Context: an optimization exercise on an open-source flow, tuned for small area. The choices shown serve that exercise and are no tape-out recipe.
Function was checked by simulation only, so behaviour that the tests miss may differ from the original.
No activity file was given, so power comes from the tool's default toggle rates.

==> flow/config.mk <==
export PLATFORM = sky130hd
export DESIGN_NAME = top_TimeClock
export DESIGN_NICKNAME = top_TimeClock
export VERILOG_FILES = /design/flow/design.v
export SDC_FILE = /design/flow/constraint.sdc
export NUM_CORES = 4
export LEC_CHECK = 0
export CAP_MARGIN = 20
export CORE_MARGIN = 2
export CORE_UTILIZATION = 40
export SLEW_MARGIN = 20
==> flow/design.v <==
`timescale 1ns / 1ps
module Clock_Divider(
    input i_clk,
    input i_reset,
    output o_clk,
    output o_tick
    );
    reg r_clk;
    reg [31:0] r_counter;
    assign o_clk = r_clk;
    assign o_tick = (r_counter == 50 - 1) && (r_clk == 1'b0);
    always @(posedge i_clk or posedge i_reset) begin
        if(i_reset) begin
            r_clk <= 0;
            r_counter <= 0;
        end
        else begin        
            if(r_counter == 50 -1) begin          
                r_counter <= 0;
                r_clk <= ~r_clk;
            end
            else begin
                r_counter <= r_counter + 1;
            end
        end
    end
endmodule
`timescale 1ns / 1ps
module CounterFND(
    input i_clk,
    input i_reset,
    input i_tick,
    output [2:0] o_counter
    );
    reg [2:0] r_counter;
    assign o_counter = r_counter;
    always @(posedge i_clk or posedge i_reset) begin
        if(i_reset)begin
            r_counter <= 0;
        end
        else if(i_tick) begin
            r_counter <= r_counter + 1;
        end
    end
endmodule
`timescale 1ns / 1ps
module DecoderFNDDigit(
    input [2:0] i_select,
    input i_en,
    output [3:0] o_digitPosition
    );
    reg [3:0] r_digitPosition;
    assign o_digitPosition = r_digitPosition;
    always @(i_select or i_en) begin
        if(i_en) begin
            r_digitPosition <= 4'b1111;
        end
        else begin
        case (i_select)
            3'h0 : r_digitPosition <= 4'b1110;
            3'h1 : r_digitPosition <= 4'b1101;
            3'h2 : r_digitPosition <= 4'b1011;
            3'h3 : r_digitPosition <= 4'b0111;
            3'h4 : r_digitPosition <= 4'b1110;
            3'h5 : r_digitPosition <= 4'b1101;
            3'h6 : r_digitPosition <= 4'b1011;
            3'h7 : r_digitPosition <= 4'b0111;
        endcase
        end
    end
endmodule
`timescale 1ns / 1ps
module TriBuff(
    input [3:0] i_x,
    input i_en,
    output [3:0] o_y
    );
    assign o_y = (i_en == 1'b0) ? i_x : 4'b1111;
endmodule
`timescale 1ns / 1ps
module TimeClockCounter(
    input i_clk,
    input i_reset,
    input i_tick,
    input i_set,
    input [35:0] i_set_time,
    output [6:0] o_hour, o_min, o_sec,
    output [6:0] o_msec
    );
    reg [6:0] r_hour, r_min, r_sec;
    reg [9:0] r_msec;
    assign o_hour = r_hour;
    assign o_min  = r_min;
    assign o_sec  = r_sec;
    assign o_msec = r_msec/10;
    wire [6:0] w_set_hour = i_set_time[35:32]*10 + i_set_time[31:28];
    wire [6:0] w_set_min  = i_set_time[27:24]*10 + i_set_time[23:20];
    wire [6:0] w_set_sec  = i_set_time[19:16]*10 + i_set_time[15:12];
    wire [9:0] w_set_msec = i_set_time[11:8]*100 + i_set_time[7:4]*10 + i_set_time[3:0];
    always @(posedge i_clk or posedge i_reset) begin
        if(i_reset) begin
            r_hour <= 0;
            r_min  <= 0;
            r_sec  <= 0;
            r_msec <= 0;
        end
        else if(i_set) begin
            r_hour <= w_set_hour;
            r_min  <= w_set_min;
            r_sec  <= w_set_sec;
            r_msec <= w_set_msec;
        end
        else if(i_tick) begin
            if(r_msec == 999) begin
                r_msec <= 0;
                if(r_sec == 59) begin
                    r_sec <= 0;
                    if(r_min == 59) begin
                        r_min <= 0;
                        if(r_hour == 23) begin
                            r_hour <= 0;
                        end
                        else begin
                            r_hour <= r_hour + 1;
                        end
                    end
                    else begin
                        r_min <= r_min + 1;
                    end
                end
                else begin
                    r_sec <= r_sec + 1;
                end
            end
            else begin
                r_msec <= r_msec + 1;
            end
        end
    end
endmodule
`timescale 1ns / 1ps
module DigitDivider(
    input [6:0] i_a, i_b,
    output [3:0] o_1a, o_10a, o_1b, o_10b
    );
    assign o_1a  = i_a % 10;
    assign o_10a = i_a / 10 % 10;
    assign o_1b  = i_b % 10;
    assign o_10b = i_b / 10 % 10;
endmodule
`timescale 1ns / 1ps
module Comparator(
    input [6:0] i_msec,
    output [3:0] o_fndDP
    );
    assign o_fndDP = (i_msec <50) ? 11 : 10;
endmodule
`timescale 1ns / 1ps
module Mux_8x1(
    input [3:0] i_a, i_b, i_c, i_d, i_a1, i_b1, i_c1, i_d1,
    input [2:0] i_select,
    output [3:0] o_y
    );
    reg [3:0] r_y;
    assign o_y = r_y;
    always @(*) begin
        case (i_select)
            3'b000 : r_y <= i_a;
            3'b001 : r_y <= i_b;
            3'b010 : r_y <= i_c;
            3'b011 : r_y <= i_d;
            3'b100 : r_y <= i_a1;
            3'b101 : r_y <= i_b1;
            3'b110 : r_y <= i_c1;
            3'b111 : r_y <= i_d1;
        endcase
    end
endmodule
`timescale 1ns / 1ps
module Mux_2x1(
    input [3:0] i_a, i_b,
    input i_select,
    output [3:0] o_clockvalue
    );
    reg [3:0] r_clockvalue;
    assign o_clockvalue = r_clockvalue;
    always @(*) begin
        case (i_select)
            1'b0 : r_clockvalue <= i_a;
            1'b1 : r_clockvalue <= i_b;
        endcase
    end
endmodule
`timescale 1ns / 1ps
module BCDtoFND_Decoder(
    input [3:0] i_clockvalue,
    input i_en,
    output [7:0] o_fndfont
    );
    reg [7:0] r_fndfont;
    assign o_fndfont = r_fndfont;
    always @(i_en or i_clockvalue) begin
        if(i_en) begin
            r_fndfont <= 8'hff;
        end
        else begin
        case (i_clockvalue)
            default : r_fndfont <= 8'hff; 
            4'h0 : r_fndfont <= 8'hc0;
            4'h1 : r_fndfont <= 8'hf9;
            4'h2 : r_fndfont <= 8'ha4;
            4'h3 : r_fndfont <= 8'hb0;
            4'h4 : r_fndfont <= 8'h99;
            4'h5 : r_fndfont <= 8'h92;
            4'h6 : r_fndfont <= 8'h82;
            4'h7 : r_fndfont <= 8'hf8;
            4'h8 : r_fndfont <= 8'h80;
            4'h9 : r_fndfont <= 8'h90;
            4'ha : r_fndfont <= 8'h7f;        
        endcase
        end
    end
endmodule
`timescale 1ns / 1ps
module top_TimeClock(
    input i_clk,
    input i_reset,
    input i_mode_SW,
    input i_en,
    input i_enTriBuff,
    input i_set,
    input [35:0] i_set_time,
    output [3:0] o_digitPosition,
    output [7:0] o_fndfont
    );
    wire w_clk_1hz;
    wire w_tick;
    wire [3:0] w_digitPosition;
    wire [2:0] w_counter;
    wire [6:0] w_hour, w_min, w_sec, w_msec;
    wire [3:0] w_hour10, w_hour1, w_min10, w_min1;
    wire [3:0] w_sec10, w_sec1, w_msec10, w_msec1;
    wire [3:0] w_y0, w_y1;
    wire [3:0] w_clockvalue;
    Clock_Divider clk_div(
        .i_clk(i_clk),
        .i_reset(i_reset),
        .o_clk(w_clk_1hz),
        .o_tick(w_tick)
    );
    CounterFND cntFND(
        .i_clk(i_clk),
        .i_reset(i_reset),
        .i_tick(w_tick),
        .o_counter(w_counter)
    );
    DecoderFNDDigit Decoder2x4(
        .i_select(w_counter),
        .i_en(i_en),
        .o_digitPosition(w_digitPosition)
    );
    TriBuff TriBuff(
        .i_x(w_digitPosition),
        .i_en(i_enTriBuff),
        .o_y(o_digitPosition)
    );
    TimeClockCounter timeclkcnt(
        .i_clk(i_clk),
        .i_reset(i_reset),
        .i_tick(w_tick),
        .i_set(i_set),
        .i_set_time(i_set_time),
        .o_hour(w_hour),
        .o_min(w_min),
        .o_sec(w_sec),
        .o_msec(w_msec)
    );
    DigitDivider digit_div_hourmin(
        .i_a(w_min),
        .i_b(w_hour),
        .o_1a(w_min1),
        .o_10a(w_min10),
        .o_1b(w_hour1),
        .o_10b(w_hour10)
    );
    wire [3:0] w_fndDP;
    Comparator cmp(
        .i_msec(w_msec),
        .o_fndDP(w_fndDP)
    );
    Mux_8x1 mux_8x1_dut0(
        .i_a(w_min1),
        .i_b(w_min10),
        .i_c(w_hour1),
        .i_d(w_hour10),
        .i_select(w_counter),
        .i_a1(4'd11),
        .i_b1(4'd11),
        .i_c1(w_fndDP),
        .i_d1(4'd11),
        .o_y(w_y0)
    );
    DigitDivider digit_div_secmsec(
        .i_a(w_msec),
        .i_b(w_sec),
        .o_1a(w_msec1),
        .o_10a(w_msec10),
        .o_1b(w_sec1),
        .o_10b(w_sec10)
    );
    Mux_8x1 mux_8x1_dut1(
        .i_a(w_msec1),
        .i_b(w_msec10),
        .i_c(w_sec1),
        .i_d(w_sec10),
        .i_select(w_counter),
        .i_a1(4'd11),
        .i_b1(4'd11),
        .i_c1(w_fndDP),
        .i_d1(4'd11),
        .o_y(w_y1)
    );
    Mux_2x1 mux_2x1_0(
        .i_a(w_y1),
        .i_b(w_y0),
        .i_select(i_mode_SW),
        .o_clockvalue(w_clockvalue)
    );
    BCDtoFND_Decoder BCDtoFND(
        .i_clockvalue(w_clockvalue),
        .i_en(i_en),
        .o_fndfont(o_fndfont)
    );
endmodule
==> flow/constraint.sdc <==
create_clock -name core_clock -period 10.0 [get_ports {i_clk}]
set_input_delay 2.0000 -clock core_clock [delete_from_list [all_inputs] [get_ports {i_clk}]]
set_output_delay 2.0000 -clock core_clock [all_outputs]
set_load 0.01 [all_outputs]
==> flow/run.sh <==
#!/bin/bash
# synth_recipe.tcl (not shown) runs the flow's synth.tcl, then flattens the netlist and writes it again
# the make line also repeats each setting of config.mk as NAME=value (left out here)
make -C /OpenROAD-flow-scripts/flow DESIGN_CONFIG=/design/flow/config.mk WORK_HOME=/design/flow/orfs CLKGATE_MAP_FILE= SYNTH_SCRIPT=/design/flow/synth_recipe.tcl finish
==> results.txt <==
==> sequential cells by signal (all words and copies together), names as in the netlist <==
register and flops:
clk_div.r_counter 32, timeclkcnt.r_msec 10, timeclkcnt.r_hour 7, timeclkcnt.r_min 7, timeclkcnt.r_sec 7, cntFND.r_counter 3
clk_div.r_clk 1
==> cell families after synthesis <==
logic type | after synthesis
AOI/OAI and AO/OA | 347
xor gates and xnor gates | 70
adders and majority gates | 82
buffers and inverters | 109
DFF | 67
muxes | 21
and+or+nand+nor | 401
==> cells in the mapped netlist, types with 13 or more instances <==
cell type	number	share of area, %
sky130_fd_sc_hd__a31oi_1	15	1.1
sky130_fd_sc_hd__dfrtp_1	67	20
sky130_fd_sc_hd__mux2i_1	15	1.8
sky130_fd_sc_hd__xnor2_1	62	6.3
sky130_fd_sc_hd__nand3_1	42	2.5
sky130_fd_sc_hd__a21o_1	19	1.7
sky130_fd_sc_hd__and3_1	19	1.4
sky130_fd_sc_hd__o21ai_0	84	4.9
sky130_fd_sc_hd__inv_1	57	2.5
sky130_fd_sc_hd__ha_1	69	10
sky130_fd_sc_hd__nand2_1	98	4.3
sky130_fd_sc_hd__nand2b_1	13	0.95
sky130_fd_sc_hd__nor2_1	91	4.0
sky130_fd_sc_hd__clkbuf_1	32	1.4
sky130_fd_sc_hd__a21oi_1	68	4.0
sky130_fd_sc_hd__nor2b_1	23	1.7
sky130_fd_sc_hd__nor3_1	34	2.0
==> power by group through the flow <==
stage                     registers, µW  clock network (µW)  logic (µW)
after floorplan                     344                   0        2410
after global placement              425                   0        2920
after detailed placement            428                   0        2900
after CTS                           423                 294        2910
after global routing                440                 306        3280
final                               427                 287        2960
==> stage by stage <==
step | cell area (µm²) | setup WS [ns] | cells | util [%] | total power [µW]
final | 9530 | 0.682 | 1398 | 45.4 | 3670
after global routing | 9530 | 0.127 | 1398 | 45.4 | 4030
after global placement | 9270 | 1.28 | 1383 | 44.1 | 3340
after detailed placement | 9270 | 1.15 | 1383 | 44.1 | 3330
after floorplan | 8580 | 2.29 | 1097 | - | 2750
after CTS | 9530 | 0.773 | 1398 | 45.4 | 3630
==> layout make-up <==
class                           count  area [µm²]
Inverter                           60         225
Fill cell                        2058       11500
Multi-Input combinational cell    921        6440
Clock inverter                      5        30.0
Tap cell                          275         344
Timing Repair Buffer               60         578
Clock buffer                       10         239
Sequential cell                    67        1680
==> how the worst min path moves through the flow <==
stage                             start             to  depth (start not counted)
after global routing      clk_div.r_clk  clk_div.r_clk                          1
after floorplan           clk_div.r_clk  clk_div.r_clk                          1
after global placement    clk_div.r_clk  clk_div.r_clk                          1
final                     clk_div.r_clk  clk_div.r_clk                          1
after detailed placement  clk_div.r_clk  clk_div.r_clk                          1
after CTS                 clk_div.r_clk  clk_div.r_clk                          1
==> placed cells by master (no fill, tap or decap), types with 10 or more instances in the layout <==
cell                              synthesis  final
sky130_fd_sc_hd__mux2i_1                 15     15
sky130_fd_sc_hd__o211ai_1                11     11
sky130_fd_sc_hd__clkdlybuf4s50_1          0     52
sky130_fd_sc_hd__nor2b_1                 23     23
sky130_fd_sc_hd__o21ai_0                 84     84
sky130_fd_sc_hd__a21o_1                  19     19
sky130_fd_sc_hd__a31oi_1                 15     15
sky130_fd_sc_hd__nand2_1                 98     98
sky130_fd_sc_hd__nor3_1                  34     34
sky130_fd_sc_hd__xnor2_1                 62     62
sky130_fd_sc_hd__dfrtp_1                 67     67
sky130_fd_sc_hd__a21oi_1                 68     68
sky130_fd_sc_hd__ha_1                    69     69
sky130_fd_sc_hd__inv_1                   57     56
sky130_fd_sc_hd__and3_1                  19     19
sky130_fd_sc_hd__nor4_1                  11     11
sky130_fd_sc_hd__nand3_1                 42     42
sky130_fd_sc_hd__nand4_1                 11     11
sky130_fd_sc_hd__nor2_1                  91     91
sky130_fd_sc_hd__fa_1                    11     11
sky130_fd_sc_hd__nand2b_1                13     13
sky130_fd_sc_hd__a211oi_1                10     10
==> routing by layer <==
metal / GRT usage (%) / vias up / routed length [µm]
met4: 4.39 / 0 / 324
li1: - / 4125 / -
met3: 2.33 / 23 / 949
met2: 30.4 / 199 / 9740
met1: 29.2 / 3810 / 10800
met5: 0 / - / 0
==> flow_metrics.env <==
export IMPL_setup_worst_path_end_class="output pin"
export IMPL_clk_latency_ns=0.33
export IMPL_cts_clk_slew_worst_paths_ns=0.06
export IMPL_irDropWorstVdd_uv=157
export IMPL_syn_inst=1097
export IMPL_cts_htree_levels=3
export IMPL_route_vias_total=8157
export IMPL_worst_slew_margin_rel_pct=42.8
export IMPL_r2r_worst_path_cells=7
export IMPL_die_width_um=150
export IMPL_fmax_ghz=0.107
export IMPL_initial_utilization_pct=40.8
export IMPL_postSynthRegisterBits=67
export IMPL_worstSetupStartpoint="timeclkcnt.r_msec[7]"
export IMPL_cp_arrival_ns=7.32
export IMPL_crit_path_start_kind="register"
export IMPL_synth_compound_gate_area_share_pct=28.3
export IMPL_setup_viol=0
export IMPL_reg2reg_from="timeclkcnt.r_msec[4]"
export IMPL_clock_power_share_pct=7.8
export IMPL_timing_max_transition_violations_final=0
export IMPL_netSwitchingPower_uw=2010
export IMPL_maxCapViolCount=0
export IMPL_globalRouteTotalUtil_pct=19.7
export IMPL_grt_setup_unrepaired="false"
export IMPL_timing_critical_path_mode_cell="sky130_fd_sc_hd__ha_1"
export IMPL_top_fanout_value_on_the_critical_path=23
export IMPL_tritoncts_num_buffers=9
export IMPL_run_status="timing/DRC/antenna clean"
export IMPL_post_route_min_period_ns=9.32
export IMPL_grt_first_pass_wirelength_um=36900
export IMPL_synthesis_nets=1219
export IMPL_clock_skew_ns=0.00621
export IMPL_antenna_cells=0
export IMPL_cts_hold_repair_buffers=0
export IMPL_hpwlAfterDp_um=16700
export IMPL_root_buffer="sky130_fd_sc_hd__clkbuf_16"
export IMPL_finalNetCount=1241
export IMPL_cp_num_buf_inv=2
export IMPL_standard_cell_rows=53
export IMPL_synth_avg_cell_area_um2=7.82
export IMPL_synth_ff_type="sky130_fd_sc_hd__dfrtp_1"
export IMPL_portion_of_the_post_synthesis_area_used_by_sequential_elements_pct=19.5
export IMPL_comb_power_share_pct=80.6
export IMPL_power_per_cell_area_nw_per_um2=385
export IMPL_critPathSlowestCell="sky130_fd_sc_hd__dfrtp_1"
export IMPL_power_internal_uw=1660
export IMPL_buffer_ports_inserted=53
export IMPL_power_leakage_uw=0.00391
export IMPL_post_synth_instance_area_um2=8580
export IMPL_clock_sinks=67
export IMPL_yosys_cell_types_count=107
export IMPL_r2r_setup_slack_ns=6.94
export IMPL_timing_critical_path_slowest_cell_delay_ns=0.59
export IMPL_finalSetupTns_ns=0
export IMPL_grt_pass1_vias=7456
export IMPL_timing_final_hold_violations=0
export IMPL_routed_via_density=5.83
export IMPL_post_route_cells_drive_above_1_share_pct=6.06
export IMPL_timing_rr_end="timeclkcnt.r_hour[5]"
export IMPL_hold_ws_ns=0.469
export IMPL_drt_initial_drc_count=784
export IMPL_critical_path_top_delay_family="simple AND/OR/NAND/NOR gates"
export IMPL_timing_hold_worst_class="reg -> reg"
export IMPL_worstPathRequired_ns=8.00
export IMPL_route_antenna_remaining_nets=0
export IMPL_sw_share_pct=54.8
export IMPL_worst_path_depth=25
export IMPL_drt_drc_violations_left=0
export IMPL_capture_point_of_the_critical_path="o_fndfont[2]"
export IMPL_flow_area_growth_from_synthesis_pct=11.1
export IMPL_postCtsResizedCells=0
export IMPL_synthArstFlopShare_pct=100
export IMPL_floorplan_die_area_um2=22600
export IMPL_post_synthesis_simple_gate_area_fraction_pct=24.1
export IMPL_grt_antenna_before_repair=0
export IMPL_overflow=0
export IMPL_post_cts_repair_setup_buffers=0
export IMPL_post_synth_mux_area_share_pct=2.67
export IMPL_die_h_um=150
export IMPL_largest_net_degree_at_the_start_of_global_routing=68
export IMPL_yosys_warnings=7
export IMPL_cts_tree="built"
export IMPL_power_sequential_fraction_pct=11.6
export IMPL_synth_xor_area_share_pct=7.15
export IMPL_wl_per_cell_um=15.6
export IMPL_place_gp_congestion=0.917
export IMPL_cts_max_path_buffers=2
export IMPL_post_synth_edffs=0
export IMPL_main_combinational_cell_family_by_area_after_synthesis="compound AO/OA/AOI/OAI gates"
export IMPL_synthAdderAreaFrac_pct=12.9
export IMPL_timing_worst_slew_pin_value_ns=0.858
export IMPL_drt_pass1_iter_count=7
export IMPL_io_pins=54
export IMPL_totalWireLength_um=21900
export IMPL_crit_type="reg -> out"
export IMPL_placeableCoreArea_um2=21000
export IMPL_timing_final_crit_share_pct=93.2

==> afterwards: timing with drivers on the ports <==
How much do the figures lean on ideal ports? The routed layout below was timed once more, with nothing changed but the port constraints. Step 1 assumes that a clkbuf_16 drives the clock port and a buf_2 every other input. Step 2 moves the port delays by t, midway between the first and last clock arrival at a register: inputs arrive t later, outputs are due t later. That takes back most of the time a late clock gives input paths. Slacks: ideal ports / drivers / drivers and shift; pairs: ideal ports / drivers.
t, ns: 0.366
setup slack, ns: 0.682 / 0.643 / 1.009
latest minus earliest clock arrival (ns): 0.006 / 0.006
After both steps setup and hold are still met in this run. The setup slack of this run moves by -0.039 ns with the drivers and by +0.327 ns with both steps.
